Context: an optimization exercise on an open-source flow, tuned for small area, a short achievable clock period and few clock cycles per item. The choices shown serve that exercise and are no tape-out recipe.
Function was checked by simulation only, so behaviour that the tests miss may differ from the original.

`flow/design.v`:
```
package cordic_pkg;
    localparam int XY_W = 16;
    localparam int ANGLE_W = 32;
    localparam int MAX_ITER = 32;  
    localparam logic signed [31:0] ANG_PI = 32'sh8000_0000;
    localparam logic signed [31:0] ANG_PI_2 = 32'sh4000_0000;
    localparam logic signed [15:0] KINV_Q15 = 16'sd19898;  
    localparam int KINV_SHIFT = 15;
    localparam real PI = 3.14159265358979323846;
    function automatic logic signed [MAX_ITER-1:0] atan_lut(input int unsigned idx);
        case (idx)
          0: atan_lut = 32'sh2000_0000;
          1: atan_lut = 32'sh12E4_051D;
          2: atan_lut = 32'sh09FB_385B;
          3: atan_lut = 32'sh0511_11D4;
          4: atan_lut = 32'sh028B_0D43;
          5: atan_lut = 32'sh0145_77E1;
          6: atan_lut = 32'sh00A2_EC1E;
          7: atan_lut = 32'sh0051_F155;
          8: atan_lut = 32'sh0028_F953;
          9: atan_lut = 32'sh0014_7E6E;
          10: atan_lut = 32'sh000A_7CC8;
          11: atan_lut = 32'sh0005_3E64;
          12: atan_lut = 32'sh0002_9F32;
          13: atan_lut = 32'sh0001_4F99;
          14: atan_lut = 32'sh0000_A7CC;
          15: atan_lut = 32'sh0000_53E6;
          default: atan_lut = 32'sd0;
        endcase
    endfunction
endpackage
module cordic_stage #(
    parameter int XYI = 19,
    parameter int ANGLE_W = 32,
    parameter int I = 0,
    parameter logic MODE = 1'b0  
)(
    input logic clk,
    input logic rst_n,
    input logic ce,
    input logic signed [XYI:0] x_in,
    input logic signed [XYI:0] y_in,
    input logic signed [ANGLE_W-1:0] z_in,
    output logic signed [XYI:0] x_out,
    output logic signed [XYI:0] y_out,
    output logic signed [ANGLE_W-1:0] z_out
);
    typedef enum logic {MODE_ROT = 1'b0, MODE_VEC = 1'b1} cordic_mode_e;
    logic signed [XYI:0] x_shr;
    logic signed [XYI:0] y_shr;
    logic signed [ANGLE_W-1:0] atan_i;
    logic dir;
    always_comb begin
        x_shr = x_in >>> I;
        y_shr = y_in >>> I;
        atan_i = $signed(cordic_pkg::atan_lut(I));
        dir = (MODE == MODE_ROT) ? z_in[ANGLE_W-1] : y_in[XYI];
    end
    always_ff @(posedge clk or negedge rst_n) begin
        if (!rst_n) begin
            x_out <= '0;
            y_out <= '0;
            z_out <= '0;
        end else if (ce) begin
            if (MODE == MODE_ROT) begin
                x_out <= dir ? (x_in + y_shr) : (x_in - y_shr);
                y_out <= dir ? (y_in - x_shr) : (y_in + x_shr);
                z_out <= dir ? (z_in + atan_i) : (z_in - atan_i);
            end else begin
                x_out <= dir ? (x_in - y_shr) : (x_in + y_shr);
                y_out <= dir ? (y_in + x_shr) : (y_in - x_shr);
                z_out <= dir ? (z_in - atan_i) : (z_in + atan_i);
            end
        end
      end
endmodule
module cordic_preproc_vec #(
  parameter int XY_W = 16,
  parameter int XYI = 19,
  parameter int ANGLE_W = 32
)(
  input logic clk, 
  input logic rst_n,
  input logic ce,
  input logic load,
  input logic signed [XY_W-1:0] x_in,
  input logic signed [XY_W-1:0] y_in,
  output logic signed [XYI:0] x0,
  output logic signed [XYI:0] y0,
  output logic signed [ANGLE_W-1:0] z0
);
  logic signed [XYI:0] x_ext, y_ext;
  always_comb begin
    x_ext = {{(XYI-XY_W+1){x_in[XY_W-1]}}, x_in};
    y_ext = {{(XYI-XY_W+1){y_in[XY_W-1]}}, y_in};
  end
  always_ff @(posedge clk or negedge rst_n) begin
    if (!rst_n) begin
      x0 <= '0;
      y0 <= '0;
      z0 <= '0;
    end else if (ce) begin
      if (load) begin
        if (x_ext == 0) begin
          x0 <= (y_ext < 0) ? -y_ext : y_ext;
          y0 <= '0;
          z0 <= (y_ext < 0) ? -$signed(cordic_pkg::ANG_PI_2) : $signed(cordic_pkg::ANG_PI_2);
        end else if (x_ext < 0) begin
          x0 <= -x_ext;
          y0 <= -y_ext;
          z0 <= (y_ext < 0) ? -$signed(cordic_pkg::ANG_PI) : $signed(cordic_pkg::ANG_PI);
        end else begin
          x0 <= x_ext;
          y0 <= y_ext;
          z0 <= '0;
        end
      end
    end
  end
endmodule
module cordic_vectoring #(
    parameter int XY_W = 16,
    parameter int ANGLE_W = 32,
    parameter int ITER = 16,
    parameter int GUARD = 3,
    parameter int GAIN_COMP = 0
)(
    input logic clk,
    input logic rst_n,
    input logic in_valid,
    output logic in_ready,
    input logic signed [XY_W-1:0] x_start,
    input logic signed [XY_W-1:0] y_start,
    output logic out_valid,
    input logic out_ready,
    output logic signed [XY_W-1:0] mag,
    output logic signed [ANGLE_W-1:0] theta
);
    logic stall;
    logic accept;
    assign stall = out_valid && !out_ready;
    assign in_ready = !stall;
    assign accept = in_valid && in_ready;
    logic [ITER:0] vld;
    always_ff @(posedge clk or negedge rst_n) begin
        if (!rst_n) begin
            vld <= '0;
        end else if (!stall) begin
            vld <= {vld[ITER-1:0], accept};
        end
    end
    assign out_valid = vld[ITER];
    localparam int XYI = XY_W + GUARD;
    logic signed [XYI:0] x0, y0;
    logic signed [ANGLE_W-1:0] z0;
    cordic_preproc_vec #(
        .XY_W(XY_W),
        .XYI(XYI),
        .ANGLE_W(ANGLE_W)
    ) u_preproc_vec (
        .clk(clk),
        .rst_n(rst_n),
        .ce(!stall),
        .load(accept),
        .x_in(x_start),
        .y_in(y_start),
        .x0(x0),
        .y0(y0),
        .z0(z0)
    );
    logic signed [XYI:0] x_pipe [0:ITER];
    logic signed [XYI:0] y_pipe [0:ITER];
    logic signed [ANGLE_W-1:0] z_pipe [0:ITER];
    assign x_pipe[0] = x0;
    assign y_pipe[0] = y0;
    assign z_pipe[0] = z0;
    genvar i;
    generate
        for (i = 0; i < ITER; i++) begin : STG
            cordic_stage #(
                .XYI(XYI),
                .ANGLE_W(ANGLE_W),
                .I(i),
                .MODE(1'b1)
            ) u_stage (
                .clk(clk),
                .rst_n(rst_n),
                .ce(!stall),
                .x_in(x_pipe[i]),
                .y_in(y_pipe[i]),
                .z_in(z_pipe[i]),
                .x_out(x_pipe[i+1]),
                .y_out(y_pipe[i+1]),
                .z_out(z_pipe[i+1])
            );
        end
    endgenerate
    logic signed [XYI:0] mag_raw;
    assign mag_raw = x_pipe[ITER];
    localparam int MULT_W = (XYI+1) + 16;
    logic signed [MULT_W-1:0] mag_prod;
    logic signed [XYI:0] mag_sc;
    logic signed [XYI:0] mag_sel;
    always_comb begin
        mag_prod = $signed(mag_raw) * $signed(cordic_pkg::KINV_Q15);
        mag_sc = $signed(mag_prod >>> cordic_pkg::KINV_SHIFT);
        mag_sel = (GAIN_COMP != 0) ? mag_sc : mag_raw;
    end
    assign mag = mag_sel[XY_W-1:0];
    assign theta = z_pipe[ITER];
endmodule
module cordic_vec_top (
    input logic clk,
    input logic rst_n,
    input logic in_valid,
    output logic in_ready,
    input logic signed [15:0] x_start,
    input logic signed [15:0] y_start,
    output logic out_valid,
    input logic out_ready,
    output logic signed [15:0] mag,
    output logic signed [31:0] theta
);
    cordic_vectoring #(
        .XY_W(16),
        .ANGLE_W(32),
        .ITER(16),
        .GUARD(3),
        .GAIN_COMP(1)
    ) u_vec (
        .clk(clk),
        .rst_n(rst_n),
        .in_valid(in_valid),
        .in_ready(in_ready),
        .x_start(x_start),
        .y_start(y_start),
        .out_valid(out_valid),
        .out_ready(out_ready),
        .mag(mag),
        .theta(theta)
    );
endmodule
```
`flow/run.sh`:
```
#!/bin/bash
# synth_recipe.tcl (not shown) runs the flow's synth.tcl, then flattens the netlist and writes it again
# the make line also repeats each setting of config.mk as NAME=value (left out here)
make -C /OpenROAD-flow-scripts/flow DESIGN_CONFIG=/design/flow/config.mk WORK_HOME=/design/flow/orfs CLKGATE_MAP_FILE= SYNTH_SCRIPT=/design/flow/synth_recipe.tcl finish
```
`flow/config.mk`:
```
export PLATFORM = sky130hd
export DESIGN_NAME = cordic_vec_top
export DESIGN_NICKNAME = cordic_vec_top
export VERILOG_FILES = /design/flow/design.v
export SDC_FILE = /design/flow/constraint.sdc
export NUM_CORES = 4
export LEC_CHECK = 0
export CAP_MARGIN = 20
export CORE_MARGIN = 2
export CORE_UTILIZATION = 40
export SLEW_MARGIN = 20
```
`flow/constraint.sdc`:
```
create_clock -name core_clock -period 9.0 [get_ports {clk}]
set_input_delay 1.8000 -clock core_clock [delete_from_list [all_inputs] [get_ports {clk}]]
set_output_delay 1.8000 -clock core_clock [all_outputs]
set_load 0.01 [all_outputs]
```
==> metrics.md <==
| Metric | Value |
|---|---|
| Outcome | `no timing/DRC/antenna violations` |
| H-tree levels | `4` |
| Setup CP Type | `reg2out` |
| Hold-fix buffers, CTS | `0` |
| Syn Inst Count | `12,000` |
| Synth Area in Compound Gates | `22.0%` |
| Die extent in y | `501 um` |
| Worst R2R End | `u_vec.STG[12].u_stage.y_out[19]` |
| Delay of the slowest critical-path stage | `0.55 ns` |
| Global-route wire length before repair | `433 mm` |
| Buf+Inv Stages, Crit Path | `6` |
| Row cnt | `182` |
| Area Overhead vs Synth | `9.58%` |
| Die ar. | `251,000 um^2` |
| Period utilisation layout | `95.6%` |
| Fin Clk Skew | `0.0408 ns` |
| Clock-pin slew on the worst setup and hold paths | `0.06 ns` |
| Area of the multi-input gates | `67,100 um^2` |
| Initial antenna violation count | `1` |
| Final net count | `13,300` |
| Critical Path Fanout Max | `5` |
| Overflow after GRT | `0` |
| Avg Cell Area, Syn | `8.28 um^2` |
| Crit-path cells | `ha_1 > xor2_1 > ha_1 > inv_1 > fa_1 > fa_1 > inv_1 > fa_1 > inv_1 > fa_1 > inv_1 > ha_1 > a21o_1 > a21oi_1 > o21ai_2 > a2111oi_2 > buf_4 > o31ai_4 > and2_1 > o21a_1 > o21a_1 > nor2_1 > clkdlybuf4s50_1` |
| Main synth FF type | `dfrtp_1` |
| Yosys cell types | `80` |
| R2R cell count | `14` |
| Net Count, Synth | `13,300` |
| Routed WL | `262 mm` |
| Cell family with the largest share of critical-path delay | `adder cells` |
| CP endpoint kind | `output pin` |
| Worst-skew pair later-pin latency | `0.82 ns` |
| Crit path launch type | `flop` |
| Max Cap Violations | `0` |
| Routability Congestion | `0.887` |
| Hold Fails Final Rpt | `0` |
| Seq. cell area | `28,000 um^2` |
| GR Util All Layers | `20.5%` |
| Initial DRC count | `5,162` |
| Total number of vias | `85,000` |
| Top cells by area, synth | `dfrtp_1 28%, ha_1 15%, a21oi_1 6.6%` |
| Placement Setup Slack | `0.0262 ns` |
| Commonest cells in the netlist | `1,306 x a21oi_1, 1,231 x nor2_1, 1,178 x nand2_1, 1,174 x ha_1, 1,119 x dfrtp_1` |
| Sequential share of the synthesized area | `28.3%` |
| Largest family of logic cells by synthesized area | `compound AO/OA/AOI/OAI gates` |
| Unrepaired setup endpoints after global routing | `false` |
| DP Wirelength | `199 mm` |
| Longest Clk Path Bufs | `3` |
| Headroom to the max-slew limit | `19.9%` |
| Multiplexer area fraction after synthesis | `0.833%` |
| Yosys top cell area share | `28.3%` |
| R2R Setup Slk | `3.85 ns` |
| Chip width | `501 um` |
| Simple-gate share of the synthesized area | `17.3%` |
| Clock root cell | `clkbuf_16` |
| Initial Utilization | `40.2%` |
| Count leader, synth | `a21oi_1` |
| Share of layout cells above drive strength 1 | `3.92%` |
| Synth area leader | `dfrtp_1` |
| Critical Path RT | `7.20 ns` |
| Area of the mapped netlist | `99,000 um^2` |
| I/O pin count | `86` |
| Number of global-route vias before repair | `83,800` |
| Via density | `5.58` |
| Post-Synth XOR/XNOR Area | `9.78%` |
| Worst slew pin tran | `1.19 ns` |
| ANT nets after route | `0` |
| CP arrival | `6.80 ns` |
| Fin. max-slew vios | `0` |
| Cts bufs inserted | `143` |
| Number of synthesized flops with an enable pin | `0` |
| Number of synthesized register bits | `1,119` |
| Worst setup margin | `0.399 ns` |
| Fill cells | `24,200` |
| Avg WL per Cell | `17.2 um` |
| Synth warn | `24` |
| Hold Path Cell Cnt | `2` |
| Largest net degree at the start of global routing | `204` |
| Slowest stage cell, crit path | `fa_1` |
| CTS tree | `yes` |
| Critical R2R Launch | `u_vec.STG[11].u_stage.x_out[14]` |
| Hold Path Sink | `u_vec.vld[15]` |
| Min Tclk post-route | `8.60 ns` |
| Drt drc | `0` |
| Core Area | `246,000 um^2` |
| Port bufs | `85` |
| Hold Path Class | `reg2reg` |
| Hold_sp | `u_vec.vld[15]` |
| Adder-Cell Fraction of Synth Area | `17.9%` |
| Num Clock Sinks | `1,119` |
| Setup_tns | `0 ns` |
| Setup violators final | `0` |
| F_max | `116 MHz` |
| TritonRoute pass-1 iters | `6` |
| Fraction of registers with async set/reset | `100%` |
[flip-flops by register name (all words and copies together) (netlist names)]
name,flops
u_vec.u_preproc_vec.y0,20
u_vec.STG.u_stage.y_out,285
u_vec.vld,17
u_vec.STG.u_stage.x_out,319
u_vec.u_preproc_vec.z0,2
u_vec.u_preproc_vec.x0,20
u_vec.STG.u_stage.z_out,456
[layout make-up]
class / count / share of cell area (%)
repair buffers: 180 / 1.60
inverters: 656 / 2.28
clock inverters: 54 / 0.848
diodes: 1 / 0.00231
flip-flops and latches: 1119 / 25.8
multi-input cells: 9792 / 61.9
well taps: 3220 / 3.72
clock buffers: 206 / 3.82
[kinds of logic after synthesis]
logic type / count (synthesis)
adder cells (fa/ha/maj): 1325
AO/OA/AOI/OAI: 3545
flip-flops: 1119
AND/OR/NAND/NOR: 3739
XOR/XNOR: 1105
multiplexers: 78
buffers and inverters: 1042
[cells in the final DEF, fill, tap and decap left out, types with 51 or more instances in the layout]
cell type,n
o21ai_0,804
nor2b_1,134
a211oi_1,133
nand3_1,180
o211ai_1,51
xnor2_1,581
o21bai_1,124
clkdlybuf4s50_1,78
nor4_1,92
nand2b_1,115
o31ai_1,143
a21boi_0,53
fa_1,151
and3_1,114
a31oi_1,119
nor2_1,1231
buf_4,82
a21oi_1,1304
nor3_1,307
ha_1,1174
o21a_1,128
nand2_1,1177
clkbuf_16,143
a21o_1,302
inv_1,650
xor2_1,524
dfrtp_1,1106
or3_1,114
[worst register-to-register path: stages, from the launching register on]
cell	delay, ns
dfrtp_1	0.45
nor3_1	0.32
nor4bb_1	0.97
inv_1	0.11
ha_1	0.31
a21oi_1	0.21
ha_1	0.31
and3_1	0.25
and3_1	0.20
a2111oi_0	0.77
nor3_1	0.19
a2111o_1	0.43
a31oi_1	0.21
xor2_1	0.19
o21ai_0	0.09
[worst max path at each step]
| stage | slack, ns | startpoint | endpoint | cells past startpoint |
|---|---|---|---|---|
| floorplan | 1.58 | u_vec.STG[15].u_stage.x_out[5] | mag[15] | 22 |
| CTS | 0.01 | u_vec.STG[15].u_stage.x_out[7] | mag[15] | 24 |
| finish | 0.40 | u_vec.STG[15].u_stage.x_out[7] | mag[8] | 23 |
| detailed placement | 0.03 | u_vec.STG[15].u_stage.x_out[7] | mag[15] | 23 |
| global placement | 0.03 | u_vec.STG[15].u_stage.x_out[7] | mag[15] | 23 |
| global route | 0.007 | u_vec.STG[15].u_stage.x_out[5] | mag[5] | 24 |
[repair_timing]
action | CTS | global route
buffers inserted | 10 | 1
resized for setup | 16 | 6
pin swaps | 4 | 4
setup endpoints to repair | 13 | 4
[per-layer routing]
metal / global-route usage (%) / routed length [um] / up-vias / part of all wire, %
met1: 27.1 / 121000 / 40900 / 46
met5: 0 / 0 / - / 0
met2: 35.8 / 127000 / 1360 / 49
met4: 5.17 / 5700 / 0 / 2.2
li1: - / - / 42400 / -
met3: 2.04 / 8170 / 361 / 3.1
[per-stage QoR]
| stage | util, % | hold WS (ns) | cells | area, um^2 |
|---|---|---|---|---|
| floorplan | - | 0.430 | 12000 | 99000 |
| global placement | 42.0 | 0.443 | 15000 | 103000 |
| detailed placement | 42.0 | 0.455 | 15000 | 103000 |
| CTS | 44.1 | 0.461 | 15200 | 108000 |
| global route | 44.1 | 0.488 | 15200 | 108000 |
| finish | 44.1 | 0.461 | 15200 | 108000 |
Testbench counts, summed over its fixed seeds: cycles 16,136, items 16,000.

port drivers added, routing unchanged:
In the flow no input, the clock included, has a driving cell. The finished layout below was timed again as built, in two steps. Step 1 (the two cells are an assumption about what drives the block):
set clk [get_ports {clk}]
set_driving_cell -lib_cell sky130_fd_sc_hd__clkbuf_16 $clk
set_driving_cell -lib_cell sky130_fd_sc_hd__buf_2 [delete_from_list [all_inputs] $clk]
Step 2, shift: input delay + t, output delay - t, t = (earliest + latest rising clock arrival at the registers) / 2. This alone moves slack from input paths to output paths. Slacks: ideal / step 1 / step 2; pairs: ideal / step 1.
t (ns): 0.895
slack for setup (ns): 0.399 / 0.308 / 1.204
slew at the worst register clock pin (ns): 0.07 / 0.07
worst slew at a driven data input, ns: 0.07
After both steps setup and hold are still met in this run. The setup slack of this run moves by -0.091 ns with the drivers and by +0.805 ns with both steps.
